Context: an optimization exercise on an open-source flow, tuned for small area and a short achievable clock period. The choices shown serve that exercise and are no tape-out recipe.
Function was checked by simulation only, so behaviour that the tests miss may differ from the original.

==> flow/design.v (outline; a module is shown in full before it is edited, if it fits) <==
// module div_pre: 42 lines
// module srt_sel: 22 lines
// module srt_csa: 13 lines
// module srt_iters: 44 lines
// module div_post: 32 lines
// module mul33: 1193 lines
// module reg_file: 51 lines
// module cpu: 250 lines
module cpu(
    input clk,
    input reset,
    input [31:0] instruction_from_icache,
    input busywait_from_icache,
    input [31:0] data_from_dcache,
    input busywait_from_dcache,
    output [31:0] address_to_icache,
    output [31:0] reg0_output,reg1_output,reg2_output,reg3_output,reg4_output,reg5_output,reg6_output,
    output dcache_read,
    output dcache_write,
    output [31:0] dcache_address,
    output [31:0] dcache_writedata
  );
  // ...
==> flow/run.sh <==
#!/bin/bash
# synth_recipe.tcl (not shown) runs the flow's synth.tcl, then flattens the netlist and writes it again
# the make line also repeats each setting of config.mk as NAME=value (left out here)
make -C /OpenROAD-flow-scripts/flow DESIGN_CONFIG=/design/flow/config.mk WORK_HOME=/design/flow/orfs CLKGATE_MAP_FILE= SYNTH_SCRIPT=/design/flow/synth_recipe.tcl finish
==> flow/config.mk <==
export PLATFORM = sky130hd
export DESIGN_NAME = cpu
export DESIGN_NICKNAME = cpu
export VERILOG_FILES = /design/flow/design.v
export SDC_FILE = /design/flow/constraint.sdc
export NUM_CORES = 8
export LEC_CHECK = 0
export ABC_AREA = 1
export CAP_MARGIN = 35
export CORE_MARGIN = 2
export CORE_UTILIZATION = 30
export CTS_BUF_LIST = sky130_fd_sc_hd__clkbuf_8
export CTS_CLUSTER_DIAMETER = 70
export CTS_CLUSTER_SIZE = 14
export PLACE_DENSITY = 0.5
export SLEW_MARGIN = 35
==> flow/constraint.sdc <==
create_clock -name core_clock -period 120.0 [get_ports {clk}]
set_input_delay 24.0000 -clock core_clock [delete_from_list [all_inputs] [get_ports {clk}]]
set_output_delay 24.0000 -clock core_clock [all_outputs]
set_load 0.01 [all_outputs]
==> out/results.ini, run 1 <==
[status]
status=no timing/DRC/antenna violations

[detailed_routing]
met2_wirelength_mm=349.5
top_layer=met5

[critical_path]
slowest_stage=nor2_1
critPathMaxFanout=79
cp.required_ns=120.65

[clock_tree]
ctsHoldBuffers=0
cts.sinks=1452

[finish]
multiInputGateArea_sq_mm=0.09199
final_nets=20320
seq_share=0.2589
multi_input_gates=13590
layout_commonest_cell=nand2_1
largest_class=multi-input gates
postLayoutCellArea_sq_mm=0.1629
seq_cells=1452
n_antenna_cell=43

[placement]
dp_cells=24890
dpl_cell_area_sq_mm=0.1597

[global_routing]
top_usage_layer=met2
grt_pass1_vias=138300

[synthesis]
synth.mux.area_fraction=0.003147

[timing]
rsz0062_at_grt=no
post-route-period-util=0.2564

[min_path]
worst_hold_startpoint=dit2.wl[2]

==> module srt_iters, before the edit <==
module srt_iters #(parameter J0 = 0, parameter J1 = 16, parameter QI = 0, parameter QO = 0) (
  input  [34:0] si, ci,
  input  [32:0] dp,
  input  [2:0]  idx,
  input         ds,
  input  [29:0] wl,
  input  [2:0]  qi,
  output [34:0] so, co,
  output [3*(J1-J0)-1:0] qd,
  output [2:0]  qo
);
  wire [34:0] ss [J0:J1];
  wire [34:0] cc [J0:J1];
  assign ss[J0] = si;
  assign cc[J0] = ci;
  genvar j;
  generate
    for (j = J0; j < J1; j = j + 1) begin : it
      wire [34:0] sm, cy;
      wire [2:0] q;
      if (QI && j == J0) begin : qin
        assign q = qi;
      end else begin : qsel
        srt_sel sl(.si(ss[j]), .ci(cc[j]), .idx(idx), .ds(ds), .q(q));
      end
      srt_csa st(.si(ss[j]), .ci(cc[j]), .dp(dp), .q(q), .so(sm), .co(cy));
      assign qd[3*(J1-1-j) +: 3] = q;
      if (j == 15) begin : last
        assign ss[j+1] = sm;
        assign cc[j+1] = cy;
      end else begin : mid
        assign ss[j+1] = {sm[32:0], wl[29-2*j -: 2]};
        assign cc[j+1] = {cy[32:0], 2'b00};
      end
    end
    if (QO) begin : qout
      srt_sel sl(.si(ss[J1]), .ci(cc[J1]), .idx(idx), .ds(ds), .q(qo));
    end else begin : noqout
      assign qo = 3'b000;
    end
  endgenerate
  assign so = ss[J1];
  assign co = cc[J1];
endmodule
==> run 2, diff against run 1 <==
--- a/flow/design.v
+++ b/flow/design.v
@@ -1,90 +1,1092 @@
+module srt_qsel(input [2:0] idx, input [6:0] y, output reg [2:0] q);
+  always @(*) begin
+    case ({idx, y})
+      10'd64: q = 3'b110;
+      10'd65: q = 3'b110;
+      10'd66: q = 3'b110;
+      10'd67: q = 3'b110;
+      10'd68: q = 3'b110;
+      10'd69: q = 3'b110;
+      10'd70: q = 3'b110;
+      10'd71: q = 3'b110;
+      10'd72: q = 3'b110;
+      10'd73: q = 3'b110;
+      10'd74: q = 3'b110;
+      10'd75: q = 3'b110;
+      10'd76: q = 3'b110;
+      10'd77: q = 3'b110;
+      10'd78: q = 3'b110;
+      10'd79: q = 3'b110;
+      10'd80: q = 3'b110;
+      10'd81: q = 3'b110;
+      10'd82: q = 3'b110;
+      10'd83: q = 3'b110;
+      10'd84: q = 3'b110;
+      10'd85: q = 3'b110;
+      10'd86: q = 3'b110;
+      10'd87: q = 3'b110;
+      10'd88: q = 3'b110;
+      10'd89: q = 3'b110;
+      10'd90: q = 3'b110;
+      10'd91: q = 3'b110;
+      10'd92: q = 3'b110;
+      10'd93: q = 3'b110;
+      10'd94: q = 3'b110;
+      10'd95: q = 3'b110;
+      10'd96: q = 3'b110;
+      10'd97: q = 3'b110;
+      10'd98: q = 3'b110;
+      10'd99: q = 3'b110;
+      10'd100: q = 3'b110;
+      10'd101: q = 3'b110;
+      10'd102: q = 3'b110;
+      10'd103: q = 3'b110;
+      10'd104: q = 3'b110;
+      10'd105: q = 3'b110;
+      10'd106: q = 3'b110;
+      10'd107: q = 3'b110;
+      10'd108: q = 3'b110;
+      10'd109: q = 3'b110;
+      10'd110: q = 3'b110;
+      10'd111: q = 3'b110;
+      10'd112: q = 3'b110;
+      10'd113: q = 3'b110;
+      10'd114: q = 3'b110;
+      10'd115: q = 3'b101;
+      10'd116: q = 3'b101;
+      10'd117: q = 3'b101;
+      10'd118: q = 3'b101;
+      10'd119: q = 3'b101;
+      10'd120: q = 3'b101;
+      10'd121: q = 3'b101;
+      10'd122: q = 3'b101;
+      10'd123: q = 3'b000;
+      10'd124: q = 3'b000;
+      10'd125: q = 3'b000;
+      10'd126: q = 3'b000;
+      10'd127: q = 3'b000;
+      10'd0: q = 3'b000;
+      10'd1: q = 3'b000;
+      10'd2: q = 3'b000;
+      10'd3: q = 3'b000;
+      10'd4: q = 3'b001;
+      10'd5: q = 3'b001;
+      10'd6: q = 3'b001;
+      10'd7: q = 3'b001;
+      10'd8: q = 3'b001;
+      10'd9: q = 3'b001;
+      10'd10: q = 3'b001;
+      10'd11: q = 3'b001;
+      10'd12: q = 3'b010;
+      10'd13: q = 3'b010;
+      10'd14: q = 3'b010;
+      10'd15: q = 3'b010;
+      10'd16: q = 3'b010;
+      10'd17: q = 3'b010;
+      10'd18: q = 3'b010;
+      10'd19: q = 3'b010;
+      10'd20: q = 3'b010;
+      10'd21: q = 3'b010;
+      10'd22: q = 3'b010;
+      10'd23: q = 3'b010;
+      10'd24: q = 3'b010;
+      10'd25: q = 3'b010;
+      10'd26: q = 3'b010;
+      10'd27: q = 3'b010;
+      10'd28: q = 3'b010;
+      10'd29: q = 3'b010;
+      10'd30: q = 3'b010;
+      10'd31: q = 3'b010;
+      10'd32: q = 3'b010;
+      10'd33: q = 3'b010;
+      10'd34: q = 3'b010;
+      10'd35: q = 3'b010;
+      10'd36: q = 3'b010;
+      10'd37: q = 3'b010;
+      10'd38: q = 3'b010;
+      10'd39: q = 3'b010;
+      10'd40: q = 3'b010;
+      10'd41: q = 3'b010;
+      10'd42: q = 3'b010;
+      10'd43: q = 3'b010;
+      10'd44: q = 3'b010;
+      10'd45: q = 3'b010;
+      10'd46: q = 3'b010;
+      10'd47: q = 3'b010;
+      10'd48: q = 3'b010;
+      10'd49: q = 3'b010;
+      10'd50: q = 3'b010;
+      10'd51: q = 3'b010;
+      10'd52: q = 3'b010;
+      10'd53: q = 3'b010;
+      10'd54: q = 3'b010;
+      10'd55: q = 3'b010;
+      10'd56: q = 3'b010;
+      10'd57: q = 3'b010;
+      10'd58: q = 3'b010;
+      10'd59: q = 3'b010;
+      10'd60: q = 3'b010;
+      10'd61: q = 3'b010;
+      10'd62: q = 3'b010;
+      10'd63: q = 3'b010;
+      10'd192: q = 3'b110;
+      10'd193: q = 3'b110;
+      10'd194: q = 3'b110;
+      10'd195: q = 3'b110;
+      10'd196: q = 3'b110;
+      10'd197: q = 3'b110;
+      10'd198: q = 3'b110;
+      10'd199: q = 3'b110;
+      10'd200: q = 3'b110;
+      10'd201: q = 3'b110;
+      10'd202: q = 3'b110;
+      10'd203: q = 3'b110;
+      10'd204: q = 3'b110;
+      10'd205: q = 3'b110;
+      10'd206: q = 3'b110;
+      10'd207: q = 3'b110;
+      10'd208: q = 3'b110;
+      10'd209: q = 3'b110;
+      10'd210: q = 3'b110;
+      10'd211: q = 3'b110;
+      10'd212: q = 3'b110;
+      10'd213: q = 3'b110;
+      10'd214: q = 3'b110;
+      10'd215: q = 3'b110;
+      10'd216: q = 3'b110;
+      10'd217: q = 3'b110;
+      10'd218: q = 3'b110;
+      10'd219: q = 3'b110;
+      10'd220: q = 3'b110;
+      10'd221: q = 3'b110;
+      10'd222: q = 3'b110;
+      10'd223: q = 3'b110;
+      10'd224: q = 3'b110;
+      10'd225: q = 3'b110;
+      10'd226: q = 3'b110;
+      10'd227: q = 3'b110;
+      10'd228: q = 3'b110;
+      10'd229: q = 3'b110;
+      10'd230: q = 3'b110;
+      10'd231: q = 3'b110;
+      10'd232: q = 3'b110;
+      10'd233: q = 3'b110;
+      10'd234: q = 3'b110;
+      10'd235: q = 3'b110;
+      10'd236: q = 3'b110;
+      10'd237: q = 3'b110;
+      10'd238: q = 3'b110;
+      10'd239: q = 3'b110;
+      10'd240: q = 3'b110;
+      10'd241: q = 3'b101;
+      10'd242: q = 3'b101;
+      10'd243: q = 3'b101;
+      10'd244: q = 3'b101;
+      10'd245: q = 3'b101;
+      10'd246: q = 3'b101;
+      10'd247: q = 3'b101;
+      10'd248: q = 3'b101;
+      10'd249: q = 3'b101;
+      10'd250: q = 3'b000;
+      10'd251: q = 3'b000;
+      10'd252: q = 3'b000;
+      10'd253: q = 3'b000;
+      10'd254: q = 3'b000;
+      10'd255: q = 3'b000;
+      10'd128: q = 3'b000;
+      10'd129: q = 3'b000;
+      10'd130: q = 3'b000;
+      10'd131: q = 3'b000;
+      10'd132: q = 3'b000;
+      10'd133: q = 3'b001;
+      10'd134: q = 3'b001;
+      10'd135: q = 3'b001;
+      10'd136: q = 3'b001;
+      10'd137: q = 3'b001;
+      10'd138: q = 3'b001;
+      10'd139: q = 3'b001;
+      10'd140: q = 3'b001;
+      10'd141: q = 3'b001;
+      10'd142: q = 3'b010;
+      10'd143: q = 3'b010;
+      10'd144: q = 3'b010;
+      10'd145: q = 3'b010;
+      10'd146: q = 3'b010;
+      10'd147: q = 3'b010;
+      10'd148: q = 3'b010;
+      10'd149: q = 3'b010;
+      10'd150: q = 3'b010;
+      10'd151: q = 3'b010;
+      10'd152: q = 3'b010;
+      10'd153: q = 3'b010;
+      10'd154: q = 3'b010;
+      10'd155: q = 3'b010;
+      10'd156: q = 3'b010;
+      10'd157: q = 3'b010;
+      10'd158: q = 3'b010;
+      10'd159: q = 3'b010;
+      10'd160: q = 3'b010;
+      10'd161: q = 3'b010;
+      10'd162: q = 3'b010;
+      10'd163: q = 3'b010;
+      10'd164: q = 3'b010;
+      10'd165: q = 3'b010;
+      10'd166: q = 3'b010;
+      10'd167: q = 3'b010;
+      10'd168: q = 3'b010;
+      10'd169: q = 3'b010;
+      10'd170: q = 3'b010;
+      10'd171: q = 3'b010;
+      10'd172: q = 3'b010;
+      10'd173: q = 3'b010;
+      10'd174: q = 3'b010;
+      10'd175: q = 3'b010;
+      10'd176: q = 3'b010;
+      10'd177: q = 3'b010;
+      10'd178: q = 3'b010;
+      10'd179: q = 3'b010;
+      10'd180: q = 3'b010;
+      10'd181: q = 3'b010;
+      10'd182: q = 3'b010;
+      10'd183: q = 3'b010;
+      10'd184: q = 3'b010;
+      10'd185: q = 3'b010;
+      10'd186: q = 3'b010;
+      10'd187: q = 3'b010;
+      10'd188: q = 3'b010;
+      10'd189: q = 3'b010;
+      10'd190: q = 3'b010;
+      10'd191: q = 3'b010;
+      10'd320: q = 3'b110;
+      10'd321: q = 3'b110;
+      10'd322: q = 3'b110;
+      10'd323: q = 3'b110;
+      10'd324: q = 3'b110;
+      10'd325: q = 3'b110;
+      10'd326: q = 3'b110;
+      10'd327: q = 3'b110;
+      10'd328: q = 3'b110;
+      10'd329: q = 3'b110;
+      10'd330: q = 3'b110;
+      10'd331: q = 3'b110;
+      10'd332: q = 3'b110;
+      10'd333: q = 3'b110;
+      10'd334: q = 3'b110;
+      10'd335: q = 3'b110;
+      10'd336: q = 3'b110;
+      10'd337: q = 3'b110;
+      10'd338: q = 3'b110;
+      10'd339: q = 3'b110;
+      10'd340: q = 3'b110;
+      10'd341: q = 3'b110;
+      10'd342: q = 3'b110;
+      10'd343: q = 3'b110;
+      10'd344: q = 3'b110;
+      10'd345: q = 3'b110;
+      10'd346: q = 3'b110;
+      10'd347: q = 3'b110;
+      10'd348: q = 3'b110;
+      10'd349: q = 3'b110;
+      10'd350: q = 3'b110;
+      10'd351: q = 3'b110;
+      10'd352: q = 3'b110;
+      10'd353: q = 3'b110;
+      10'd354: q = 3'b110;
+      10'd355: q = 3'b110;
+      10'd356: q = 3'b110;
+      10'd357: q = 3'b110;
+      10'd358: q = 3'b110;
+      10'd359: q = 3'b110;
+      10'd360: q = 3'b110;
+      10'd361: q = 3'b110;
+      10'd362: q = 3'b110;
+      10'd363: q = 3'b110;
+      10'd364: q = 3'b110;
+      10'd365: q = 3'b110;
+      10'd366: q = 3'b110;
+      10'd367: q = 3'b110;
+      10'd368: q = 3'b101;
+      10'd369: q = 3'b101;
+      10'd370: q = 3'b101;
+      10'd371: q = 3'b101;
+      10'd372: q = 3'b101;
+      10'd373: q = 3'b101;
+      10'd374: q = 3'b101;
+      10'd375: q = 3'b101;
+      10'd376: q = 3'b101;
+      10'd377: q = 3'b101;
+      10'd378: q = 3'b000;
+      10'd379: q = 3'b000;
+      10'd380: q = 3'b000;
+      10'd381: q = 3'b000;
+      10'd382: q = 3'b000;
+      10'd383: q = 3'b000;
+      10'd256: q = 3'b000;
+      10'd257: q = 3'b000;
+      10'd258: q = 3'b000;
+      10'd259: q = 3'b000;
+      10'd260: q = 3'b000;
+      10'd261: q = 3'b001;
+      10'd262: q = 3'b001;
+      10'd263: q = 3'b001;
+      10'd264: q = 3'b001;
+      10'd265: q = 3'b001;
+      10'd266: q = 3'b001;
+      10'd267: q = 3'b001;
+      10'd268: q = 3'b001;
+      10'd269: q = 3'b001;
+      10'd270: q = 3'b001;
+      10'd271: q = 3'b010;
+      10'd272: q = 3'b010;
+      10'd273: q = 3'b010;
+      10'd274: q = 3'b010;
+      10'd275: q = 3'b010;
+      10'd276: q = 3'b010;
+      10'd277: q = 3'b010;
+      10'd278: q = 3'b010;
+      10'd279: q = 3'b010;
+      10'd280: q = 3'b010;
+      10'd281: q = 3'b010;
+      10'd282: q = 3'b010;
+      10'd283: q = 3'b010;
+      10'd284: q = 3'b010;
+      10'd285: q = 3'b010;
+      10'd286: q = 3'b010;
+      10'd287: q = 3'b010;
+      10'd288: q = 3'b010;
+      10'd289: q = 3'b010;
+      10'd290: q = 3'b010;
+      10'd291: q = 3'b010;
+      10'd292: q = 3'b010;
+      10'd293: q = 3'b010;
+      10'd294: q = 3'b010;
+      10'd295: q = 3'b010;
+      10'd296: q = 3'b010;
+      10'd297: q = 3'b010;
+      10'd298: q = 3'b010;
+      10'd299: q = 3'b010;
+      10'd300: q = 3'b010;
+      10'd301: q = 3'b010;
+      10'd302: q = 3'b010;
+      10'd303: q = 3'b010;
+      10'd304: q = 3'b010;
+      10'd305: q = 3'b010;
+      10'd306: q = 3'b010;
+      10'd307: q = 3'b010;
+      10'd308: q = 3'b010;
+      10'd309: q = 3'b010;
+      10'd310: q = 3'b010;
+      10'd311: q = 3'b010;
+      10'd312: q = 3'b010;
+      10'd313: q = 3'b010;
+      10'd314: q = 3'b010;
+      10'd315: q = 3'b010;
+      10'd316: q = 3'b010;
+      10'd317: q = 3'b010;
+      10'd318: q = 3'b010;
+      10'd319: q = 3'b010;
+      10'd448: q = 3'b110;
+      10'd449: q = 3'b110;
+      10'd450: q = 3'b110;
+      10'd451: q = 3'b110;
+      10'd452: q = 3'b110;
+      10'd453: q = 3'b110;
+      10'd454: q = 3'b110;
+      10'd455: q = 3'b110;
+      10'd456: q = 3'b110;
+      10'd457: q = 3'b110;
+      10'd458: q = 3'b110;
+      10'd459: q = 3'b110;
+      10'd460: q = 3'b110;
+      10'd461: q = 3'b110;
+      10'd462: q = 3'b110;
+      10'd463: q = 3'b110;
+      10'd464: q = 3'b110;
+      10'd465: q = 3'b110;
+      10'd466: q = 3'b110;
+      10'd467: q = 3'b110;
+      10'd468: q = 3'b110;
+      10'd469: q = 3'b110;
+      10'd470: q = 3'b110;
+      10'd471: q = 3'b110;
+      10'd472: q = 3'b110;
+      10'd473: q = 3'b110;
+      10'd474: q = 3'b110;
+      10'd475: q = 3'b110;
+      10'd476: q = 3'b110;
+      10'd477: q = 3'b110;
+      10'd478: q = 3'b110;
+      10'd479: q = 3'b110;
+      10'd480: q = 3'b110;
+      10'd481: q = 3'b110;
+      10'd482: q = 3'b110;
+      10'd483: q = 3'b110;
+      10'd484: q = 3'b110;
+      10'd485: q = 3'b110;
+      10'd486: q = 3'b110;
+      10'd487: q = 3'b110;
+      10'd488: q = 3'b110;
+      10'd489: q = 3'b110;
+      10'd490: q = 3'b110;
+      10'd491: q = 3'b110;
+      10'd492: q = 3'b110;
+      10'd493: q = 3'b110;
+      10'd494: q = 3'b101;
+      10'd495: q = 3'b101;
+      10'd496: q = 3'b101;
+      10'd497: q = 3'b101;
+      10'd498: q = 3'b101;
+      10'd499: q = 3'b101;
+      10'd500: q = 3'b101;
+      10'd501: q = 3'b101;
+      10'd502: q = 3'b101;
+      10'd503: q = 3'b101;
+      10'd504: q = 3'b101;
+      10'd505: q = 3'b000;
+      10'd506: q = 3'b000;
+      10'd507: q = 3'b000;
+      10'd508: q = 3'b000;
+      10'd509: q = 3'b000;
+      10'd510: q = 3'b000;
+      10'd511: q = 3'b000;
+      10'd384: q = 3'b000;
+      10'd385: q = 3'b000;
+      10'd386: q = 3'b000;
+      10'd387: q = 3'b000;
+      10'd388: q = 3'b000;
+      10'd389: q = 3'b000;
+      10'd390: q = 3'b001;
+      10'd391: q = 3'b001;
+      10'd392: q = 3'b001;
+      10'd393: q = 3'b001;
+      10'd394: q = 3'b001;
+      10'd395: q = 3'b001;
+      10'd396: q = 3'b001;
+      10'd397: q = 3'b001;
+      10'd398: q = 3'b001;
+      10'd399: q = 3'b001;
+      10'd400: q = 3'b001;
+      10'd401: q = 3'b010;
+      10'd402: q = 3'b010;
+      10'd403: q = 3'b010;
+      10'd404: q = 3'b010;
+      10'd405: q = 3'b010;
+      10'd406: q = 3'b010;
+      10'd407: q = 3'b010;
+      10'd408: q = 3'b010;
+      10'd409: q = 3'b010;
+      10'd410: q = 3'b010;
+      10'd411: q = 3'b010;
+      10'd412: q = 3'b010;
+      10'd413: q = 3'b010;
+      10'd414: q = 3'b010;
+      10'd415: q = 3'b010;
+      10'd416: q = 3'b010;
+      10'd417: q = 3'b010;
+      10'd418: q = 3'b010;
+      10'd419: q = 3'b010;
+      10'd420: q = 3'b010;
+      10'd421: q = 3'b010;
+      10'd422: q = 3'b010;
+      10'd423: q = 3'b010;
+      10'd424: q = 3'b010;
+      10'd425: q = 3'b010;
+      10'd426: q = 3'b010;
+      10'd427: q = 3'b010;
+      10'd428: q = 3'b010;
+      10'd429: q = 3'b010;
+      10'd430: q = 3'b010;
+      10'd431: q = 3'b010;
+      10'd432: q = 3'b010;
+      10'd433: q = 3'b010;
+      10'd434: q = 3'b010;
+      10'd435: q = 3'b010;
+      10'd436: q = 3'b010;
+      10'd437: q = 3'b010;
+      10'd438: q = 3'b010;
+      10'd439: q = 3'b010;
+      10'd440: q = 3'b010;
+      10'd441: q = 3'b010;
+      10'd442: q = 3'b010;
+      10'd443: q = 3'b010;
+      10'd444: q = 3'b010;
+      10'd445: q = 3'b010;
+      10'd446: q = 3'b010;
+      10'd447: q = 3'b010;
+      10'd576: q = 3'b110;
+      10'd577: q = 3'b110;
+      10'd578: q = 3'b110;
+      10'd579: q = 3'b110;
+      10'd580: q = 3'b110;
+      10'd581: q = 3'b110;
+      10'd582: q = 3'b110;
+      10'd583: q = 3'b110;
+      10'd584: q = 3'b110;
+      10'd585: q = 3'b110;
+      10'd586: q = 3'b110;
+      10'd587: q = 3'b110;
+      10'd588: q = 3'b110;
+      10'd589: q = 3'b110;
+      10'd590: q = 3'b110;
+      10'd591: q = 3'b110;
+      10'd592: q = 3'b110;
+      10'd593: q = 3'b110;
+      10'd594: q = 3'b110;
+      10'd595: q = 3'b110;
+      10'd596: q = 3'b110;
+      10'd597: q = 3'b110;
+      10'd598: q = 3'b110;
+      10'd599: q = 3'b110;
+      10'd600: q = 3'b110;
+      10'd601: q = 3'b110;
+      10'd602: q = 3'b110;
+      10'd603: q = 3'b110;
+      10'd604: q = 3'b110;
+      10'd605: q = 3'b110;
+      10'd606: q = 3'b110;
+      10'd607: q = 3'b110;
+      10'd608: q = 3'b110;
+      10'd609: q = 3'b110;
+      10'd610: q = 3'b110;
+      10'd611: q = 3'b110;
+      10'd612: q = 3'b110;
+      10'd613: q = 3'b110;
+      10'd614: q = 3'b110;
+      10'd615: q = 3'b110;
+      10'd616: q = 3'b110;
+      10'd617: q = 3'b110;
+      10'd618: q = 3'b110;
+      10'd619: q = 3'b110;
+      10'd620: q = 3'b101;
+      10'd621: q = 3'b101;
+      10'd622: q = 3'b101;
+      10'd623: q = 3'b101;
+      10'd624: q = 3'b101;
+      10'd625: q = 3'b101;
+      10'd626: q = 3'b101;
+      10'd627: q = 3'b101;
+      10'd628: q = 3'b101;
+      10'd629: q = 3'b101;
+      10'd630: q = 3'b101;
+      10'd631: q = 3'b101;
+      10'd632: q = 3'b000;
+      10'd633: q = 3'b000;
+      10'd634: q = 3'b000;
+      10'd635: q = 3'b000;
+      10'd636: q = 3'b000;
+      10'd637: q = 3'b000;
+      10'd638: q = 3'b000;
+      10'd639: q = 3'b000;
+      10'd512: q = 3'b000;
+      10'd513: q = 3'b000;
+      10'd514: q = 3'b000;
+      10'd515: q = 3'b000;
+      10'd516: q = 3'b000;
+      10'd517: q = 3'b000;
+      10'd518: q = 3'b000;
+      10'd519: q = 3'b001;
+      10'd520: q = 3'b001;
+      10'd521: q = 3'b001;
+      10'd522: q = 3'b001;
+      10'd523: q = 3'b001;
+      10'd524: q = 3'b001;
+      10'd525: q = 3'b001;
+      10'd526: q = 3'b001;
+      10'd527: q = 3'b001;
+      10'd528: q = 3'b001;
+      10'd529: q = 3'b001;
+      10'd530: q = 3'b001;
+      10'd531: q = 3'b010;
+      10'd532: q = 3'b010;
+      10'd533: q = 3'b010;
+      10'd534: q = 3'b010;
+      10'd535: q = 3'b010;
+      10'd536: q = 3'b010;
+      10'd537: q = 3'b010;
+      10'd538: q = 3'b010;
+      10'd539: q = 3'b010;
+      10'd540: q = 3'b010;
+      10'd541: q = 3'b010;
+      10'd542: q = 3'b010;
+      10'd543: q = 3'b010;
+      10'd544: q = 3'b010;
+      10'd545: q = 3'b010;
+      10'd546: q = 3'b010;
+      10'd547: q = 3'b010;
+      10'd548: q = 3'b010;
+      10'd549: q = 3'b010;
+      10'd550: q = 3'b010;
+      10'd551: q = 3'b010;
+      10'd552: q = 3'b010;
+      10'd553: q = 3'b010;
+      10'd554: q = 3'b010;
+      10'd555: q = 3'b010;
+      10'd556: q = 3'b010;
+      10'd557: q = 3'b010;
+      10'd558: q = 3'b010;
+      10'd559: q = 3'b010;
+      10'd560: q = 3'b010;
+      10'd561: q = 3'b010;
+      10'd562: q = 3'b010;
+      10'd563: q = 3'b010;
+      10'd564: q = 3'b010;
+      10'd565: q = 3'b010;
+      10'd566: q = 3'b010;
+      10'd567: q = 3'b010;
+      10'd568: q = 3'b010;
+      10'd569: q = 3'b010;
+      10'd570: q = 3'b010;
+      10'd571: q = 3'b010;
+      10'd572: q = 3'b010;
+      10'd573: q = 3'b010;
+      10'd574: q = 3'b010;
+      10'd575: q = 3'b010;
+      10'd704: q = 3'b110;
+      10'd705: q = 3'b110;
+      10'd706: q = 3'b110;
+      10'd707: q = 3'b110;
+      10'd708: q = 3'b110;
+      10'd709: q = 3'b110;
+      10'd710: q = 3'b110;
+      10'd711: q = 3'b110;
+      10'd712: q = 3'b110;
+      10'd713: q = 3'b110;
+      10'd714: q = 3'b110;
+      10'd715: q = 3'b110;
+      10'd716: q = 3'b110;
+      10'd717: q = 3'b110;
+      10'd718: q = 3'b110;
+      10'd719: q = 3'b110;
+      10'd720: q = 3'b110;
+      10'd721: q = 3'b110;
+      10'd722: q = 3'b110;
+      10'd723: q = 3'b110;
+      10'd724: q = 3'b110;
+      10'd725: q = 3'b110;
+      10'd726: q = 3'b110;
+      10'd727: q = 3'b110;
+      10'd728: q = 3'b110;
+      10'd729: q = 3'b110;
+      10'd730: q = 3'b110;
+      10'd731: q = 3'b110;
+      10'd732: q = 3'b110;
+      10'd733: q = 3'b110;
+      10'd734: q = 3'b110;
+      10'd735: q = 3'b110;
+      10'd736: q = 3'b110;
+      10'd737: q = 3'b110;
+      10'd738: q = 3'b110;
+      10'd739: q = 3'b110;
+      10'd740: q = 3'b110;
+      10'd741: q = 3'b110;
+      10'd742: q = 3'b110;
+      10'd743: q = 3'b110;
+      10'd744: q = 3'b110;
+      10'd745: q = 3'b110;
+      10'd746: q = 3'b110;
+      10'd747: q = 3'b101;
+      10'd748: q = 3'b101;
+      10'd749: q = 3'b101;
+      10'd750: q = 3'b101;
+      10'd751: q = 3'b101;
+      10'd752: q = 3'b101;
+      10'd753: q = 3'b101;
+      10'd754: q = 3'b101;
+      10'd755: q = 3'b101;
+      10'd756: q = 3'b101;
+      10'd757: q = 3'b101;
+      10'd758: q = 3'b101;
+      10'd759: q = 3'b101;
+      10'd760: q = 3'b000;
+      10'd761: q = 3'b000;
+      10'd762: q = 3'b000;
+      10'd763: q = 3'b000;
+      10'd764: q = 3'b000;
+      10'd765: q = 3'b000;
+      10'd766: q = 3'b000;
+      10'd767: q = 3'b000;
+      10'd640: q = 3'b000;
+      10'd641: q = 3'b000;
+      10'd642: q = 3'b000;
+      10'd643: q = 3'b000;
+      10'd644: q = 3'b000;
+      10'd645: q = 3'b000;
+      10'd646: q = 3'b000;
+      10'd647: q = 3'b001;
+      10'd648: q = 3'b001;
+      10'd649: q = 3'b001;
+      10'd650: q = 3'b001;
+      10'd651: q = 3'b001;
+      10'd652: q = 3'b001;
+      10'd653: q = 3'b001;
+      10'd654: q = 3'b001;
+      10'd655: q = 3'b001;
+      10'd656: q = 3'b001;
+      10'd657: q = 3'b001;
+      10'd658: q = 3'b001;
+      10'd659: q = 3'b001;
+      10'd660: q = 3'b010;
+      10'd661: q = 3'b010;
+      10'd662: q = 3'b010;
+      10'd663: q = 3'b010;
+      10'd664: q = 3'b010;
+      10'd665: q = 3'b010;
+      10'd666: q = 3'b010;
+      10'd667: q = 3'b010;
+      10'd668: q = 3'b010;
+      10'd669: q = 3'b010;
+      10'd670: q = 3'b010;
+      10'd671: q = 3'b010;
+      10'd672: q = 3'b010;
+      10'd673: q = 3'b010;
+      10'd674: q = 3'b010;
+      10'd675: q = 3'b010;
+      10'd676: q = 3'b010;
+      10'd677: q = 3'b010;
+      10'd678: q = 3'b010;
+      10'd679: q = 3'b010;
+      10'd680: q = 3'b010;
+      10'd681: q = 3'b010;
+      10'd682: q = 3'b010;
+      10'd683: q = 3'b010;
+      10'd684: q = 3'b010;
+      10'd685: q = 3'b010;
+      10'd686: q = 3'b010;
+      10'd687: q = 3'b010;
+      10'd688: q = 3'b010;
+      10'd689: q = 3'b010;
+      10'd690: q = 3'b010;
+      10'd691: q = 3'b010;
+      10'd692: q = 3'b010;
+      10'd693: q = 3'b010;
+      10'd694: q = 3'b010;
+      10'd695: q = 3'b010;
+      10'd696: q = 3'b010;
+      10'd697: q = 3'b010;
+      10'd698: q = 3'b010;
+      10'd699: q = 3'b010;
+      10'd700: q = 3'b010;
+      10'd701: q = 3'b010;
+      10'd702: q = 3'b010;
+      10'd703: q = 3'b010;
+      10'd832: q = 3'b110;
+      10'd833: q = 3'b110;
+      10'd834: q = 3'b110;
+      10'd835: q = 3'b110;
+      10'd836: q = 3'b110;
+      10'd837: q = 3'b110;
+      10'd838: q = 3'b110;
+      10'd839: q = 3'b110;
+      10'd840: q = 3'b110;
+      10'd841: q = 3'b110;
+      10'd842: q = 3'b110;
+      10'd843: q = 3'b110;
+      10'd844: q = 3'b110;
+      10'd845: q = 3'b110;
+      10'd846: q = 3'b110;
+      10'd847: q = 3'b110;
+      10'd848: q = 3'b110;
+      10'd849: q = 3'b110;
+      10'd850: q = 3'b110;
+      10'd851: q = 3'b110;
+      10'd852: q = 3'b110;
+      10'd853: q = 3'b110;
+      10'd854: q = 3'b110;
+      10'd855: q = 3'b110;
+      10'd856: q = 3'b110;
+      10'd857: q = 3'b110;
+      10'd858: q = 3'b110;
+      10'd859: q = 3'b110;
+      10'd860: q = 3'b110;
+      10'd861: q = 3'b110;
+      10'd862: q = 3'b110;
+      10'd863: q = 3'b110;
+      10'd864: q = 3'b110;
+      10'd865: q = 3'b110;
+      10'd866: q = 3'b110;
+      10'd867: q = 3'b110;
+      10'd868: q = 3'b110;
+      10'd869: q = 3'b110;
+      10'd870: q = 3'b110;
+      10'd871: q = 3'b110;
+      10'd872: q = 3'b110;
+      10'd873: q = 3'b101;
+      10'd874: q = 3'b101;
+      10'd875: q = 3'b101;
+      10'd876: q = 3'b101;
+      10'd877: q = 3'b101;
+      10'd878: q = 3'b101;
+      10'd879: q = 3'b101;
+      10'd880: q = 3'b101;
+      10'd881: q = 3'b101;
+      10'd882: q = 3'b101;
+      10'd883: q = 3'b101;
+      10'd884: q = 3'b101;
+      10'd885: q = 3'b101;
+      10'd886: q = 3'b101;
+      10'd887: q = 3'b000;
+      10'd888: q = 3'b000;
+      10'd889: q = 3'b000;
+      10'd890: q = 3'b000;
+      10'd891: q = 3'b000;
+      10'd892: q = 3'b000;
+      10'd893: q = 3'b000;
+      10'd894: q = 3'b000;
+      10'd895: q = 3'b000;
+      10'd768: q = 3'b000;
+      10'd769: q = 3'b000;
+      10'd770: q = 3'b000;
+      10'd771: q = 3'b000;
+      10'd772: q = 3'b000;
+      10'd773: q = 3'b000;
+      10'd774: q = 3'b000;
+      10'd775: q = 3'b000;
+      10'd776: q = 3'b001;
+      10'd777: q = 3'b001;
+      10'd778: q = 3'b001;
+      10'd779: q = 3'b001;
+      10'd780: q = 3'b001;
+      10'd781: q = 3'b001;
+      10'd782: q = 3'b001;
+      10'd783: q = 3'b001;
+      10'd784: q = 3'b001;
+      10'd785: q = 3'b001;
+      10'd786: q = 3'b001;
+      10'd787: q = 3'b001;
+      10'd788: q = 3'b001;
+      10'd789: q = 3'b001;
+      10'd790: q = 3'b010;
+      10'd791: q = 3'b010;
+      10'd792: q = 3'b010;
+      10'd793: q = 3'b010;
+      10'd794: q = 3'b010;
+      10'd795: q = 3'b010;
+      10'd796: q = 3'b010;
+      10'd797: q = 3'b010;
+      10'd798: q = 3'b010;
+      10'd799: q = 3'b010;
+      10'd800: q = 3'b010;
+      10'd801: q = 3'b010;
+      10'd802: q = 3'b010;
+      10'd803: q = 3'b010;
+      10'd804: q = 3'b010;
+      10'd805: q = 3'b010;
+      10'd806: q = 3'b010;
+      10'd807: q = 3'b010;
+      10'd808: q = 3'b010;
+      10'd809: q = 3'b010;
+      10'd810: q = 3'b010;
+      10'd811: q = 3'b010;
+      10'd812: q = 3'b010;
+      10'd813: q = 3'b010;
+      10'd814: q = 3'b010;
+      10'd815: q = 3'b010;
+      10'd816: q = 3'b010;
+      10'd817: q = 3'b010;
+      10'd818: q = 3'b010;
+      10'd819: q = 3'b010;
+      10'd820: q = 3'b010;
+      10'd821: q = 3'b010;
+      10'd822: q = 3'b010;
+      10'd823: q = 3'b010;
+      10'd824: q = 3'b010;
+      10'd825: q = 3'b010;
+      10'd826: q = 3'b010;
+      10'd827: q = 3'b010;
+      10'd828: q = 3'b010;
+      10'd829: q = 3'b010;
+      10'd830: q = 3'b010;
+      10'd831: q = 3'b010;
+      10'd960: q = 3'b110;
+      10'd961: q = 3'b110;
+      10'd962: q = 3'b110;
+      10'd963: q = 3'b110;
+      10'd964: q = 3'b110;
+      10'd965: q = 3'b110;
+      10'd966: q = 3'b110;
+      10'd967: q = 3'b110;
+      10'd968: q = 3'b110;
+      10'd969: q = 3'b110;
+      10'd970: q = 3'b110;
+      10'd971: q = 3'b110;
+      10'd972: q = 3'b110;
+      10'd973: q = 3'b110;
+      10'd974: q = 3'b110;
+      10'd975: q = 3'b110;
+      10'd976: q = 3'b110;
+      10'd977: q = 3'b110;
+      10'd978: q = 3'b110;
+      10'd979: q = 3'b110;
+      10'd980: q = 3'b110;
+      10'd981: q = 3'b110;
+      10'd982: q = 3'b110;
+      10'd983: q = 3'b110;
+      10'd984: q = 3'b110;
+      10'd985: q = 3'b110;
+      10'd986: q = 3'b110;
+      10'd987: q = 3'b110;
+      10'd988: q = 3'b110;
+      10'd989: q = 3'b110;
+      10'd990: q = 3'b110;
+      10'd991: q = 3'b110;
+      10'd992: q = 3'b110;
+      10'd993: q = 3'b110;
+      10'd994: q = 3'b110;
+      10'd995: q = 3'b110;
+      10'd996: q = 3'b110;
+      10'd997: q = 3'b110;
+      10'd998: q = 3'b110;
+      10'd999: q = 3'b101;
+      10'd1000: q = 3'b101;
+      10'd1001: q = 3'b101;
+      10'd1002: q = 3'b101;
+      10'd1003: q = 3'b101;
+      10'd1004: q = 3'b101;
+      10'd1005: q = 3'b101;
+      10'd1006: q = 3'b101;
+      10'd1007: q = 3'b101;
+      10'd1008: q = 3'b101;
+      10'd1009: q = 3'b101;
+      10'd1010: q = 3'b101;
+      10'd1011: q = 3'b101;
+      10'd1012: q = 3'b101;
+      10'd1013: q = 3'b101;
+      10'd1014: q = 3'b000;
+      10'd1015: q = 3'b000;
+      10'd1016: q = 3'b000;
+      10'd1017: q = 3'b000;
+      10'd1018: q = 3'b000;
+      10'd1019: q = 3'b000;
+      10'd1020: q = 3'b000;
+      10'd1021: q = 3'b000;
+      10'd1022: q = 3'b000;
+      10'd1023: q = 3'b000;
+      10'd896: q = 3'b000;
+      10'd897: q = 3'b000;
+      10'd898: q = 3'b000;
+      10'd899: q = 3'b000;
+      10'd900: q = 3'b000;
+      10'd901: q = 3'b000;
+      10'd902: q = 3'b000;
+      10'd903: q = 3'b000;
+      10'd904: q = 3'b000;
+      10'd905: q = 3'b001;
+      10'd906: q = 3'b001;
+      10'd907: q = 3'b001;
+      10'd908: q = 3'b001;
+      10'd909: q = 3'b001;
+      10'd910: q = 3'b001;
+      10'd911: q = 3'b001;
+      10'd912: q = 3'b001;
+      10'd913: q = 3'b001;
+      10'd914: q = 3'b001;
+      10'd915: q = 3'b001;
+      10'd916: q = 3'b001;
+      10'd917: q = 3'b001;
+      10'd918: q = 3'b001;
+      10'd919: q = 3'b001;
+      10'd920: q = 3'b010;
+      10'd921: q = 3'b010;
+      10'd922: q = 3'b010;
+      10'd923: q = 3'b010;
+      10'd924: q = 3'b010;
+      10'd925: q = 3'b010;
+      10'd926: q = 3'b010;
+      10'd927: q = 3'b010;
+      10'd928: q = 3'b010;
+      10'd929: q = 3'b010;
+      10'd930: q = 3'b010;
+      10'd931: q = 3'b010;
+      10'd932: q = 3'b010;
+      10'd933: q = 3'b010;
+      10'd934: q = 3'b010;
+      10'd935: q = 3'b010;
+      10'd936: q = 3'b010;
+      10'd937: q = 3'b010;
+      10'd938: q = 3'b010;
+      10'd939: q = 3'b010;
+      10'd940: q = 3'b010;
+      10'd941: q = 3'b010;
+      10'd942: q = 3'b010;
+      10'd943: q = 3'b010;
+      10'd944: q = 3'b010;
+      10'd945: q = 3'b010;
+      10'd946: q = 3'b010;
+      10'd947: q = 3'b010;
+      10'd948: q = 3'b010;
+      10'd949: q = 3'b010;
+      10'd950: q = 3'b010;
+      10'd951: q = 3'b010;
+      10'd952: q = 3'b010;
+      10'd953: q = 3'b010;
+      10'd954: q = 3'b010;
+      10'd955: q = 3'b010;
+      10'd956: q = 3'b010;
+      10'd957: q = 3'b010;
+      10'd958: q = 3'b010;
+      10'd959: q = 3'b010;
+      default: q = 3'b000;
+    endcase
+  end
+endmodule
 module div_pre(
   input  [31:0] a, b,
   input         sgn,
-  output [62:0] w,
-  output [32:0] dp,
-  output [2:0]  idx,
+  output [61:0] w,
+  output [31:0] dp,
   output [4:0]  s,
-  output        xneg, ds, dz, one
+  output        qneg, rneg, dz, one
 );
-  assign xneg = sgn & a[31];
-  assign ds = sgn & b[31];
-  assign dz = b == 32'd0;
-  assign one = b == 32'd1;
-  wire le1 = dz | one;
-  wire m1 = sgn & (b == 32'hffffffff);
-  wire [31:0] t0 = ds ? ~b : b;
-  wire [32:0] b0 = {ds, b};
-  wire s4 = ~|t0[31:16];
-  wire [31:0] t1 = s4 ? {t0[15:0], 16'd0} : t0;
-  wire s3 = ~|t1[31:24];
-  wire [31:0] t2 = s3 ? {t1[23:0], 8'd0} : t1;
-  wire s2 = ~|t2[31:28];
-  wire [31:0] t3 = s2 ? {t2[27:0], 4'd0} : t2;
-  wire s1 = ~|t3[31:30];
-  wire [31:0] t4 = s1 ? {t3[29:0], 2'd0} : t3;
-  wire s0 = ~t4[31];
-  wire [4:0] sh = le1 ? 5'd0 : {s4, s3, s2, s1, s0};
-  assign s = sh;
-  wire [32:0] b1 = sh[4] ? {b0[16:0], 16'd0} : b0;
-  wire [32:0] b2 = sh[3] ? {b1[24:0], 8'd0} : b1;
-  wire [32:0] b3 = sh[2] ? {b2[28:0], 4'd0} : b2;
-  wire [32:0] b4 = sh[1] ? {b3[30:0], 2'd0} : b3;
-  wire [32:0] b5 = sh[0] ? {b4[31:0], 1'd0} : b4;
-  assign dp = le1 ? 33'd0 : b5;
-  assign idx = m1 ? 3'd0 : ds ? ~dp[30:28] : dp[30:28];
-  wire [62:0] x0 = {{30{xneg}}, xneg, a};
-  wire [62:0] x1 = sh[4] ? {x0[46:0], 16'd0} : x0;
-  wire [62:0] x2 = sh[3] ? {x1[54:0], 8'd0} : x1;
-  wire [62:0] x3 = sh[2] ? {x2[58:0], 4'd0} : x2;
-  wire [62:0] x4 = sh[1] ? {x3[60:0], 2'd0} : x3;
-  assign w = sh[0] ? {x4[61:0], 1'd0} : x4;
+  wire xs = sgn & a[31];
+  wire ds = sgn & b[31];
+  wire [31:0] xu = xs ? -a : a;
+  wire [31:0] du = ds ? -b : b;
+  wire le1 = ~|du[31:1];
+  assign dz = le1 & ~du[0];
+  assign one = le1 & du[0];
+  assign qneg = xs ^ ds;
+  assign rneg = xs;
+  wire [31:0] d0 = du;
+  wire s4 = ~|d0[31:16];
+  wire [31:0] d1 = s4 ? {d0[15:0], 16'd0} : d0;
+  wire s3 = ~|d1[31:24];
+  wire [31:0] d2 = s3 ? {d1[23:0], 8'd0} : d1;
+  wire s2 = ~|d2[31:28];
+  wire [31:0] d3 = s2 ? {d2[27:0], 4'd0} : d2;
+  wire s1 = ~|d3[31:30];
+  wire [31:0] d4 = s1 ? {d3[29:0], 2'd0} : d3;
+  wire s0 = ~d4[31];
+  wire [31:0] d5 = s0 ? {d4[30:0], 1'd0} : d4;
+  assign s = le1 ? 5'd0 : {s4, s3, s2, s1, s0};
+  assign dp = le1 ? 32'd0 : d5;
+  wire [61:0] x0 = {30'd0, xu};
+  wire [61:0] x1 = (s4 & ~le1) ? {x0[45:0], 16'd0} : x0;
+  wire [61:0] x2 = (s3 & ~le1) ? {x1[53:0], 8'd0} : x1;
+  wire [61:0] x3 = (s2 & ~le1) ? {x2[57:0], 4'd0} : x2;
+  wire [61:0] x4 = (s1 & ~le1) ? {x3[59:0], 2'd0} : x3;
+  assign w = (s0 & ~le1) ? {x4[60:0], 1'd0} : x4;
 endmodule
-module srt_sel(
+module srt_step(
   input  [34:0] si, ci,
-  input  [2:0]  idx,
-  input         ds,
+  input  [31:0] dp,
+  output [34:0] so, co,
   output [2:0]  q
 );
   wire [6:0] y = si[34:28] + ci[34:28];
-  wire hi = idx[2];
-  reg [6:0] m2;
-  always @(*)
-    case (idx)
-      3'd0: m2 = 7'd12; 3'd1: m2 = 7'd14; 3'd2: m2 = 7'd15; 3'd3: m2 = 7'd16;
-      3'd4: m2 = 7'd18; 3'd5: m2 = 7'd19; 3'd6: m2 = 7'd20; default: m2 = 7'd22;
-    endcase
-  wire ge2 = $signed(y) >= $signed(m2);
-  wire ge1 = $signed(y) >= $signed(hi ? 7'd6 : 7'd4);
-  wire ge0 = $signed(y) >= $signed(hi ? 7'h79 : 7'h7b);
-  wire gem1 = $signed(~y) <= $signed(m2);
-  wire two = ge2 | ~gem1;
-  wire one = (ge1 & ~ge2) | (gem1 & ~ge0);
-  assign q = {(two | one) & (~ge0 ^ ds), two, one};
-endmodule
-module srt_csa(
-  input  [34:0] si, ci,
-  input  [32:0] dp,
-  input  [2:0]  q,
-  output [34:0] so, co
-);
+  srt_qsel sel(.idx(dp[30:28]), .y(y), .q(q));
   wire pos = ~q[2] & (q[1] | q[0]);
-  wire [34:0] m = ({35{q[0]}} & {{2{dp[32]}}, dp}) | ({35{q[1]}} & {dp[32], dp, 1'b0});
+  wire [34:0] m = ({35{q[0]}} & {3'b000, dp}) | ({35{q[1]}} & {2'b00, dp, 1'b0});
   wire [34:0] x = m ^ {35{pos}};
   assign so = si ^ ci ^ x;
   wire [34:0] mj = (si & ci) | (si & x) | (ci & x);
   assign co = {mj[33:0], pos};
 endmodule
-module srt_iters #(parameter J0 = 0, parameter J1 = 16, parameter QI = 0, parameter QO = 0) (
+module srt_iters #(parameter J0 = 0, parameter J1 = 16) (
   input  [34:0] si, ci,
-  input  [32:0] dp,
-  input  [2:0]  idx,
-  input         ds,
+  input  [31:0] dp,
   input  [29:0] wl,
-  input  [2:0]  qi,
   output [34:0] so, co,
-  output [3*(J1-J0)-1:0] qd,
-  output [2:0]  qo
+  output [3*(J1-J0)-1:0] qd
 );
   wire [34:0] ss [J0:J1];
   wire [34:0] cc [J0:J1];
@@ -94,14 +1096,7 @@
   generate
     for (j = J0; j < J1; j = j + 1) begin : it
       wire [34:0] sm, cy;
-      wire [2:0] q;
-      if (QI && j == J0) begin : qin
-        assign q = qi;
-      end else begin : qsel
-        srt_sel sl(.si(ss[j]), .ci(cc[j]), .idx(idx), .ds(ds), .q(q));
-      end
-      srt_csa st(.si(ss[j]), .ci(cc[j]), .dp(dp), .q(q), .so(sm), .co(cy));
-      assign qd[3*(J1-1-j) +: 3] = q;
+      srt_step st(.si(ss[j]), .ci(cc[j]), .dp(dp), .so(sm), .co(cy), .q(qd[3*(J1-1-j) +: 3]));
       if (j == 15) begin : last
         assign ss[j+1] = sm;
         assign cc[j+1] = cy;
@@ -110,11 +1105,6 @@
         assign cc[j+1] = {cy[32:0], 2'b00};
       end
     end
-    if (QO) begin : qout
-      srt_sel sl(.si(ss[J1]), .ci(cc[J1]), .idx(idx), .ds(ds), .q(qo));
-    end else begin : noqout
-      assign qo = 3'b000;
-    end
   endgenerate
   assign so = ss[J1];
   assign co = cc[J1];
@@ -122,34 +1112,30 @@
 module div_post(
   input  [34:0] rs, rc,
   input  [47:0] qd,
-  input  [32:0] dp,
+  input  [31:0] dp,
   input  [4:0]  s,
-  input         xneg, ds, dz, one, selr,
+  input         qneg, rneg, dz, one, selr,
   output [31:0] res
 );
-  wire sub = xneg ^ ds;
-  wire [34:0] dpe = {{2{dp[32]}}, dp};
-  wire [34:0] r1 = rs + rc;
-  wire [34:0] dpa = sub ? -dpe : dpe;
-  wire [34:0] r2 = rs + rc + dpa;
-  wire zero = ~|r1;
-  wire corr = xneg ? (~r1[34] & ~zero) : r1[34];
-  wire [34:0] rf = corr ? r2 : r1;
-  wire [34:0] rsh = $signed(rf) >>> s;
+  wire [34:0] r = rs + rc;
+  wire [34:0] r2 = rs + rc + {3'b000, dp};
+  wire neg = r[34];
+  wire [31:0] rf = neg ? r2[31:0] : r[31:0];
   reg [31:0] p, n;
   integer k;
   always @(*) begin
     for (k = 0; k < 16; k = k + 1) begin
-      p[2*k +: 2] = qd[3*k+2] ? 2'b00 : qd[3*k +: 2];
+      p[2*k +: 2] = qd[3*k+2] ? 2'b00 : qd[3*k +: 2] & 2'b11;
       n[2*k +: 2] = qd[3*k+2] ? qd[3*k +: 2] : 2'b00;
     end
   end
-  wire [31:0] q0 = p - n;
-  wire [31:0] qc = sub ? q0 + 32'd1 : q0 - 32'd1;
-  wire [31:0] qf = corr ? qc : q0;
-  wire [31:0] qv = dz ? 32'hffffffff : one ? rf[31:0] : qf;
-  wire [31:0] rv = one ? 32'd0 : rsh[31:0];
-  assign res = selr ? rv : qv;
+  wire [31:0] qv = p + ~n + {31'd0, ~neg};
+  wire [31:0] ru = rf >> s;
+  wire [31:0] qu = one ? ru : qv;
+  wire [31:0] rr = one ? 32'd0 : ru;
+  wire [31:0] qs = qneg ? -qu : qu;
+  wire [31:0] rsg = rneg ? -rr : rr;
+  assign res = selr ? rsg : (dz ? 32'hffffffff : qs);
 endmodule
 module mul33(input [32:0] a, input [32:0] b, output [63:0] p);
   wire [33:0] bx = {b[32], b};
@@ -1346,54 +2332,26 @@
 endmodule
 module reg_file(
   input clk, input reset,
-  input [31:0] ra1, ra2,
+  input [4:0] ra1, ra2,
   output [31:0] rd1, rd2,
   input we, input [4:0] wa, input [31:0] wd,
   output [31:0] r0, r1, r2, r3, r4, r5, r6
 );
-  wire [31:0] q [0:31];
-  reg [31:7] v;
-  genvar i;
-  generate
-    for (i = 0; i < 7; i = i + 1) begin : lo
-      reg [31:0] r;
-      always @(posedge clk or posedge reset)
-        if (reset) r <= 32'd0;
-        else if (we && wa == i) r <= wd;
-      assign q[i] = r;
-    end
-    for (i = 7; i < 32; i = i + 1) begin : hi
-      reg [31:0] r;
-      always @(posedge clk)
-        if (we && wa == i) r <= wd;
-      assign q[i] = r;
-    end
-  endgenerate
+  reg [31:0] r [0:31];
+  integer i;
   always @(posedge clk or posedge reset)
-    if (reset) v <= 25'd0;
-    else if (we && wa >= 5'd7) v[wa] <= 1'b1;
-  wire [31:0] vall = {v, 7'b1111111};
-  wire [31:0] s1 = ra1 & vall;
-  wire [31:0] s2 = ra2 & vall;
-  reg [31:0] o1, o2;
-  integer k;
-  always @(*) begin
-    o1 = 32'd0;
-    o2 = 32'd0;
-    for (k = 0; k < 32; k = k + 1) begin
-      o1 = o1 | (q[k] & {32{s1[k]}});
-      o2 = o2 | (q[k] & {32{s2[k]}});
-    end
-  end
-  assign rd1 = o1;
-  assign rd2 = o2;
-  assign r0 = q[0];
-  assign r1 = q[1];
-  assign r2 = q[2];
-  assign r3 = q[3];
-  assign r4 = q[4];
-  assign r5 = q[5];
-  assign r6 = q[6];
+    if (reset) begin
+      for (i = 0; i < 32; i = i + 1) r[i] <= 32'd0;
+    end else if (we) r[wa] <= wd;
+  assign rd1 = r[ra1];
+  assign rd2 = r[ra2];
+  assign r0 = r[0];
+  assign r1 = r[1];
+  assign r2 = r[2];
+  assign r3 = r[3];
+  assign r4 = r[4];
+  assign r5 = r[5];
+  assign r6 = r[6];
 endmodule
 module cpu(
     input clk,
@@ -1410,9 +2368,7 @@
     output [31:0] dcache_writedata
   );
   localparam K1 = 5;
-  localparam K2 = 6;
-  localparam Q1 = 0;
-  localparam Q2 = 1;
+  localparam K2 = 7;
   wire stall = busywait_from_icache | busywait_from_dcache;
   wire bj;
   wire [31:0] bj_addr;
@@ -1429,8 +2385,6 @@
     else if (!stall) ir_v <= 1'b1;
   always @(posedge clk)
     if (!stall) ir <= instruction_from_icache;
-  wire [31:0] ra1_oh = 32'd1 << ir[19:15];
-  wire [31:0] ra2_oh = 32'd1 << ir[24:20];
   wire [6:0] opc = ir[6:0];
   wire [2:0] f3 = ir[14:12];
   wire [6:0] f7 = ir[31:25];
@@ -1444,7 +2398,6 @@
   wire is_opi   = opc == 7'b0010011;
   wire is_op    = opc == 7'b0110011;
   wire is_m     = is_op & (f7 == 7'b0000001);
-  wire is_div   = is_m & f3[2];
   wire d_we = ir_v & (is_lui | is_auipc | is_jal | is_jalr | is_ld | is_opi | is_op);
   wire d_mr = ir_v & is_ld;
   wire d_mw = ir_v & is_st;
@@ -1466,23 +2419,21 @@
   reg [4:0] rd_m;
   reg_file rf(
     .clk(clk), .reset(reset),
-    .ra1(ra1_oh), .ra2(ra2_oh), .rd1(rs1v), .rd2(rs2v),
+    .ra1(ir[19:15]), .ra2(ir[24:20]), .rd1(rs1v), .rd2(rs2v),
     .we(we_m), .wa(rd_m), .wd(wdata),
     .r0(reg0_output), .r1(reg1_output), .r2(reg2_output), .r3(reg3_output),
     .r4(reg4_output), .r5(reg5_output), .r6(reg6_output)
   );
-  wire [62:0] dv_w;
-  wire [32:0] dv_dp;
-  wire [2:0]  dv_idx;
+  wire [61:0] dv_w;
+  wire [31:0] dv_dp;
   wire [4:0]  dv_s;
-  wire dv_xneg, dv_ds, dv_dz, dv_one;
-  div_pre dpre(.a(rs1v), .b(rs2v), .sgn(~f3[0]), .w(dv_w), .dp(dv_dp), .idx(dv_idx), .s(dv_s),
-               .xneg(dv_xneg), .ds(dv_ds), .dz(dv_dz), .one(dv_one));
+  wire dv_qneg, dv_rneg, dv_dz, dv_one;
+  div_pre dpre(.a(rs1v), .b(rs2v), .sgn(~f3[0]), .w(dv_w), .dp(dv_dp), .s(dv_s),
+               .qneg(dv_qneg), .rneg(dv_rneg), .dz(dv_dz), .one(dv_one));
   wire [34:0] d_ds, d_dc;
   wire [3*K1-1:0] d_dq;
-  wire [2:0] d_qo;
-  srt_iters #(.J0(0), .J1(K1), .QI(0), .QO(Q1)) dit1(.si({{2{dv_w[62]}}, dv_w[62:30]}), .ci(35'd0),
-               .dp(dv_dp), .idx(dv_idx), .ds(dv_ds), .wl(dv_w[29:0]), .qi(3'b000), .so(d_ds), .co(d_dc), .qd(d_dq), .qo(d_qo));
+  srt_iters #(.J0(0), .J1(K1)) dit1(.si({3'b000, dv_w[61:30]}), .ci(35'd0), .dp(dv_dp),
+               .wl(dv_w[29:0]), .so(d_ds), .co(d_dc), .qd(d_dq));
   reg we_x, mr_x, mw_x, br_x, jp_x;
   always @(posedge clk or posedge reset)
     if (reset) {we_x, mr_x, mw_x, br_x, jp_x} <= 5'd0;
@@ -1493,13 +2444,12 @@
   reg [1:0] rsel_x;
   reg in1_x, in2_x, cpl_x, ld_x;
   reg [31:0] d1_x, d2_x, imm_x;
-  reg [2:0] dsh_x, dch_x, idx_x;
-  reg dps_x;
+  reg [34:0] ds_x, dc_x;
   reg [3*K1-1:0] dq_x;
-  reg [2:0] qo_x;
+  reg [31:0] dp_x;
   reg [29:0] dw_x;
   reg [4:0] dvs_x;
-  reg xneg_x, ds_x, dz_x, one_x;
+  reg qneg_x, rneg_x, dz_x, one_x;
   always @(posedge clk)
     if (!stall) begin
       rd_x <= ir[11:7];
@@ -1510,18 +2460,16 @@
       in2_x <= d_in2;
       cpl_x <= d_cpl;
       ld_x <= is_ld;
-      d1_x <= is_div ? d_ds[31:0] : rs1v;
-      d2_x <= is_div ? dv_dp[31:0] : rs2v;
-      dps_x <= dv_dp[32];
-      idx_x <= dv_idx;
-      imm_x <= is_div ? d_dc[31:0] : d_imm;
-      dsh_x <= d_ds[34:32];
-      dch_x <= d_dc[34:32];
+      d1_x <= rs1v;
+      d2_x <= rs2v;
+      imm_x <= d_imm;
+      ds_x <= d_ds;
+      dc_x <= d_dc;
       dq_x <= d_dq;
-      qo_x <= d_qo;
+      dp_x <= dv_dp;
       dw_x <= dv_w[29:0];
       dvs_x <= dv_s;
-      {xneg_x, ds_x, dz_x, one_x} <= {dv_xneg, dv_ds, dv_dz, dv_one};
+      {qneg_x, rneg_x, dz_x, one_x} <= {dv_qneg, dv_rneg, dv_dz, dv_one};
     end
   wire [31:0] pc_x = pc - 32'd8;       
   wire [31:0] op1 = in1_x ? pc_x : d1_x;
@@ -1531,24 +2479,17 @@
   wire ltu = op1 < op2c;
   wire lts = (op1[31] ^ op2c[31]) ? op1[31] : ltu;
   wire big = |op2c[31:5];
-  wire shl = ~aluop_x[2];
-  reg [31:0] shin, shout, shres;
-  integer b;
-  always @(*) begin
-    for (b = 0; b < 32; b = b + 1) shin[b] = shl ? op1[31-b] : op1[b];
-    shout = shin >> op2c[4:0];
-    for (b = 0; b < 32; b = b + 1) shres[b] = shl ? shout[31-b] : shout[b];
-  end
-  wire [31:0] sh = big ? 32'd0 : shres;
+  wire [31:0] sll = big ? 32'd0 : op1 << op2c[4:0];
+  wire [31:0] srl = big ? 32'd0 : op1 >> op2c[4:0];
   reg [31:0] alu;
   always @(*)
     case (aluop_x)
       3'd0: alu = sum;
-      3'd1: alu = sh;
+      3'd1: alu = sll;
       3'd2: alu = {31'd0, lts};
       3'd3: alu = {31'd0, ltu};
       3'd4: alu = op1 ^ op2c;
-      3'd5: alu = sh;
+      3'd5: alu = srl;
       3'd6: alu = op1 | op2c;
       default: alu = op1 & op2c;
     endcase
@@ -1581,11 +2522,8 @@
     endcase
   wire [34:0] x_ds, x_dc;
   wire [3*K2-1:0] x_dq;
-  wire [32:0] dp_x = {dps_x, d2_x};
-  wire [2:0] x_qo;
-  srt_iters #(.J0(K1), .J1(K1+K2), .QI(Q1), .QO(Q2)) dit2(.si({dsh_x, d1_x}), .ci({dch_x, imm_x}),
-               .dp(dp_x), .idx(idx_x), .ds(ds_x), .wl(dw_x), .qi(qo_x), .so(x_ds), .co(x_dc), .qd(x_dq), .qo(x_qo));
-  wire div_x = (rsel_x == 2'd0) & f3_x[2];
+  srt_iters #(.J0(K1), .J1(K1+K2)) dit2(.si(ds_x), .ci(dc_x), .dp(dp_x),
+               .wl(dw_x), .so(x_ds), .co(x_dc), .qd(x_dq));
   reg mr_m, mw_m;
   always @(posedge clk or posedge reset)
     if (reset) {we_m, mr_m, mw_m} <= 3'd0;
@@ -1593,37 +2531,33 @@
   reg [2:0] f3_m;
   reg ld_m, dv_m;
   reg [31:0] res_m, sd_m;
-  reg [2:0] dsh_m, idx_m;
-  reg dps_m;
-  reg [34:0] dc_m;
+  reg [34:0] ds_m, dc_m;
   reg [3*(K1+K2)-1:0] dq_m;
-  reg [2:0] qo_m;
+  reg [31:0] dp_m;
   reg [29:0] dw_m;
   reg [4:0] dvs_m;
-  reg xneg_m, ds_m, dz_m, one_m;
+  reg qneg_m, rneg_m, dz_m, one_m;
   always @(posedge clk)
     if (!stall) begin
       rd_m <= rd_x;
       f3_m <= f3_x;
       ld_m <= ld_x;
-      dv_m <= div_x;
-      res_m <= div_x ? x_ds[31:0] : res;
-      sd_m <= (f3_x == 3'b000) ? {24'd0, d2_x[7:0]} :
-              (f3_x == 3'b001) ? {16'd0, d2_x[15:0]} : d2_x;
-      dsh_m <= x_ds[34:32];
-      dps_m <= dps_x;
-      idx_m <= idx_x;
+      dv_m <= (rsel_x == 2'd0) & f3_x[2];
+      res_m <= res;
+      sd_m <= d2_x;
+      ds_m <= x_ds;
       dc_m <= x_dc;
       dq_m <= {dq_x, x_dq};
-      qo_m <= x_qo;
+      dp_m <= dp_x;
       dw_m <= dw_x;
       dvs_m <= dvs_x;
-      {xneg_m, ds_m, dz_m, one_m} <= {xneg_x, ds_x, dz_x, one_x};
+      {qneg_m, rneg_m, dz_m, one_m} <= {qneg_x, rneg_x, dz_x, one_x};
     end
   assign dcache_read = mr_m;
   assign dcache_write = mw_m;
   assign dcache_address = res_m;
-  assign dcache_writedata = sd_m;
+  assign dcache_writedata = (f3_m == 3'b000) ? {24'd0, sd_m[7:0]} :
+                            (f3_m == 3'b001) ? {16'd0, sd_m[15:0]} : sd_m;
   reg [31:0] ldv;
   always @(*)
     case (f3_m)
@@ -1636,12 +2570,10 @@
     endcase
   wire [34:0] m_ds, m_dc;
   wire [3*(16-K1-K2)-1:0] m_dq;
-  wire [32:0] dp_m = {dps_m, sd_m};
-  wire [2:0] m_qo;
-  srt_iters #(.J0(K1+K2), .J1(16), .QI(Q2), .QO(0)) dit3(.si({dsh_m, res_m}), .ci(dc_m),
-               .dp(dp_m), .idx(idx_m), .ds(ds_m), .wl(dw_m), .qi(qo_m), .so(m_ds), .co(m_dc), .qd(m_dq), .qo(m_qo));
+  srt_iters #(.J0(K1+K2), .J1(16)) dit3(.si(ds_m), .ci(dc_m), .dp(dp_m),
+               .wl(dw_m), .so(m_ds), .co(m_dc), .qd(m_dq));
   wire [31:0] dres;
   div_post dpost(.rs(m_ds), .rc(m_dc), .qd({dq_m, m_dq}), .dp(dp_m), .s(dvs_m),
-                 .xneg(xneg_m), .ds(ds_m), .dz(dz_m), .one(one_m), .selr(f3_m[1]), .res(dres));
+                 .qneg(qneg_m), .rneg(rneg_m), .dz(dz_m), .one(one_m), .selr(f3_m[1]), .res(dres));
   assign wdata = ld_m ? ldv : dv_m ? dres : res_m;
 endmodule
==> flow/config.mk (replaced) <==
export PLATFORM = sky130hd
export DESIGN_NAME = cpu
export DESIGN_NICKNAME = cpu
export VERILOG_FILES = /design/flow/design.v
export SDC_FILE = /design/flow/constraint.sdc
export NUM_CORES = 8
export LEC_CHECK = 0
export CAP_MARGIN = 35
export CORE_MARGIN = 2
export CORE_UTILIZATION = 40
export SLEW_MARGIN = 35
==> run 2 against run 1 <==
The layout now fails its checks (antenna rules). Global-route usage increased by 7.2 points. Non-clock buffer count increased by 142. Area after synthesis increased by 19%. Critical path depth increased by 10. Setup slack got worse by 8.9 ns. Die area decreased by 11%. Routed wire length increased by 9.2%. Sequential share of layout area decreased by 3.7 points. First-iteration DRC count increased by 50%. Final area increased by 16%. Clock-buffer cell count increased by 84.
==> out/results.ini, run 2 <==
[finish]
layout_commonest_cell=nand2_1
syn_to_final_growth_pct=9.347
mostFrequentLayoutCells=nand2_1 (2819), o21ai_0 (2095), nor2_1 (1868)
final_nets=23190  ; +14%
multiInputGateArea_sq_mm=0.1188  ; +29%
nFillCells=43560
regMostFlops=rf.r
largest_reg_flops=1024
postLayoutCellArea_sq_mm=0.1896  ; +16%
drive_gt1_frac=0.08356

[timing]
worst_pin_slew_ns=1.121
finalHoldViolCount=0
fin_setup_tns_ns=0
fmax_mhz=25.23
rsz0062_at_grt=no
slew-limit-headroom=0.2521
drv_slew=0
post-route-period-util=0.3303  ; +0.07390
setup_viol=0

[critical_path]
worst_setup_path_start_kind=register
critPathMaxFanout=61  ; -23%
cp.required_ns=120.58  ; -0.07 ns
end_kind=register
arrival_ns=40.21
cpMostUsedCell=a21oi_1
path_class=register to register
cp_slowest_stage_delay_ns=0.74
slowest_stage=nor4_1

[floorplanning]
rows=241
start_util=0.4022
die_x_microns=662.5
io_pins=390

[status]
failed_checks=antenna rules
status=failed layout checks

[synthesis]
ys_seq_area_frac=0.2425
ys_ff_latch=1577
async_flop_share=0.6753
yosysTopAreaCell=dfrtp_1
netlist_area_sq_mm=0.1734
synth_nets=24130
synth_edf_count=512
synthMostInstantiatedCell=nand2_1
synth_flop_cell=dfrtp_1
synth_commonest_cells=nand2_1 (2858), o21ai_0 (2107), nor2_1 (1938)
yosys_warnings=8
post_synth.cell_area_avg_sq_um=7.668

[flow_run]
maxCapViolCount=0

[placement]
dpl_cell_area_sq_mm=0.1830  ; +15%
place_congestion=1.056
dp_slack_ns=80.84

[global_routing]
grt_overflow=0
track_usage=0.4040
grt_pass1_vias=171600  ; +24%
antenna_found_initial=86

[detailed_routing]
drc=0
post_drt_wl_per_cell_microns=33.54
ant_nets=1
first_iter_violations=32960
drt-total-wl_mm=926.0

[clock_tree]
clk_path_buf_depth=4
cts_root_buf=clkbuf_16
cts.sinks=1577  ; +8.6%
cts_tree=done
clk_latency_ns=0.98
htree_levels=4
cts_buffers=182
ctsHoldBuffers=0  ; unchanged

[min_path]
hold_class=register to register

==> run 2: worst paths after layout <==
kind | startpoint | to | slack [ns] | cells past startpoint
max | dc_x[28] | ds_m[31] | 80.37 | 141
min | dq_x[0] | dq_m[21] | 0.41 | 0
max reg2reg | dc_x[28] | ds_m[31] | 80.37 | 141
min reg2reg | dq_x[0] | dq_m[21] | 0.41 | 0
max in group asynchronous | reset | rf.r[12][8] | 93.76 | 7
min in group asynchronous | reset | rf.r[0][22] | 23.49 | 2
==> run 2: layer usage <==
layer  vias to the layer above  global-route usage  share of wire
met3                      3488              0.1449           0.14
met4                        40              0.2627          0.081
met2                     14880              0.5592           0.40
met5                         -             0.01020        0.00084
met1                     91100              0.5270           0.38
li1                      79230                   -              -
==> run 2: worst reg2reg max path: cells and delay by family, from the launching register on <==
family	cells	cell delay, ns
AO/OA/AOI/OAI	57	12.69
AND/OR/NAND/NOR	31	7.99
adder cells (fa/ha/maj)	20	7.79
buffers and inverters	22	5.39
XOR/XNOR	8	3.86
multiplexers	3	1.20
flip-flops	1	0.42
==> run 2: logic make-up after synthesis <==
logic type / share of synthesized area
XOR/XNOR: 0.02997
AO/OA/AOI/OAI: 0.2756
buffers and inverters: 0.08107
AND/OR/NAND/NOR: 0.1898
flip-flops: 0.2425
multiplexers: 0.03264
adder cells (fa/ha/maj): 0.1484
==> run 2: layout make-up <==
class | count | area share
diodes | 70 | 0.0009237
well taps | 5710 | 0.03767
clock buffers | 238 | 0.02653
repair buffers | 1111 | 0.05228
clock inverters | 96 | 0.005951
inverters | 1433 | 0.02851
flip-flops and latches | 1577 | 0.2218
multi-input cells | 17370 | 0.6263
==> run 2: per-stage QoR <==
stage	instances	hold slack, ns
after global placement	27180	0.4002
after floorplan	22620	0.4003
after detailed placement	27200	0.4045
after global routing	27550	0.4103
after CTS	27530	0.4017
final	27610	0.4103

## afterwards: timing with drivers on the ports
In the flow no input, the clock included, has a driving cell. The finished layouts below were timed again as built, in two steps. Step 1 (the two cells are an assumption about what drives the block):
set clk [get_ports {clk}]
set_driving_cell -lib_cell sky130_fd_sc_hd__clkbuf_16 $clk
set_driving_cell -lib_cell sky130_fd_sc_hd__buf_2 [delete_from_list [all_inputs] $clk]
Step 2 adds t to the input delays and takes it off the output delays; t is the mean of the earliest and latest rising clock arrival at the registers after step 1. Input paths then give back, and output paths get back, about the clock's delay inside the block. Three values: no drivers, after step 1, after step 2; two values: the first two.
run | t, ns | setup slack, ns | pins driven straight from the clock port
run 1 | 1.113 | 89.238 / 89.238 / 89.238 | 1
run 2 | 1.034 | 80.369 / 80.370 / 80.370 | 1
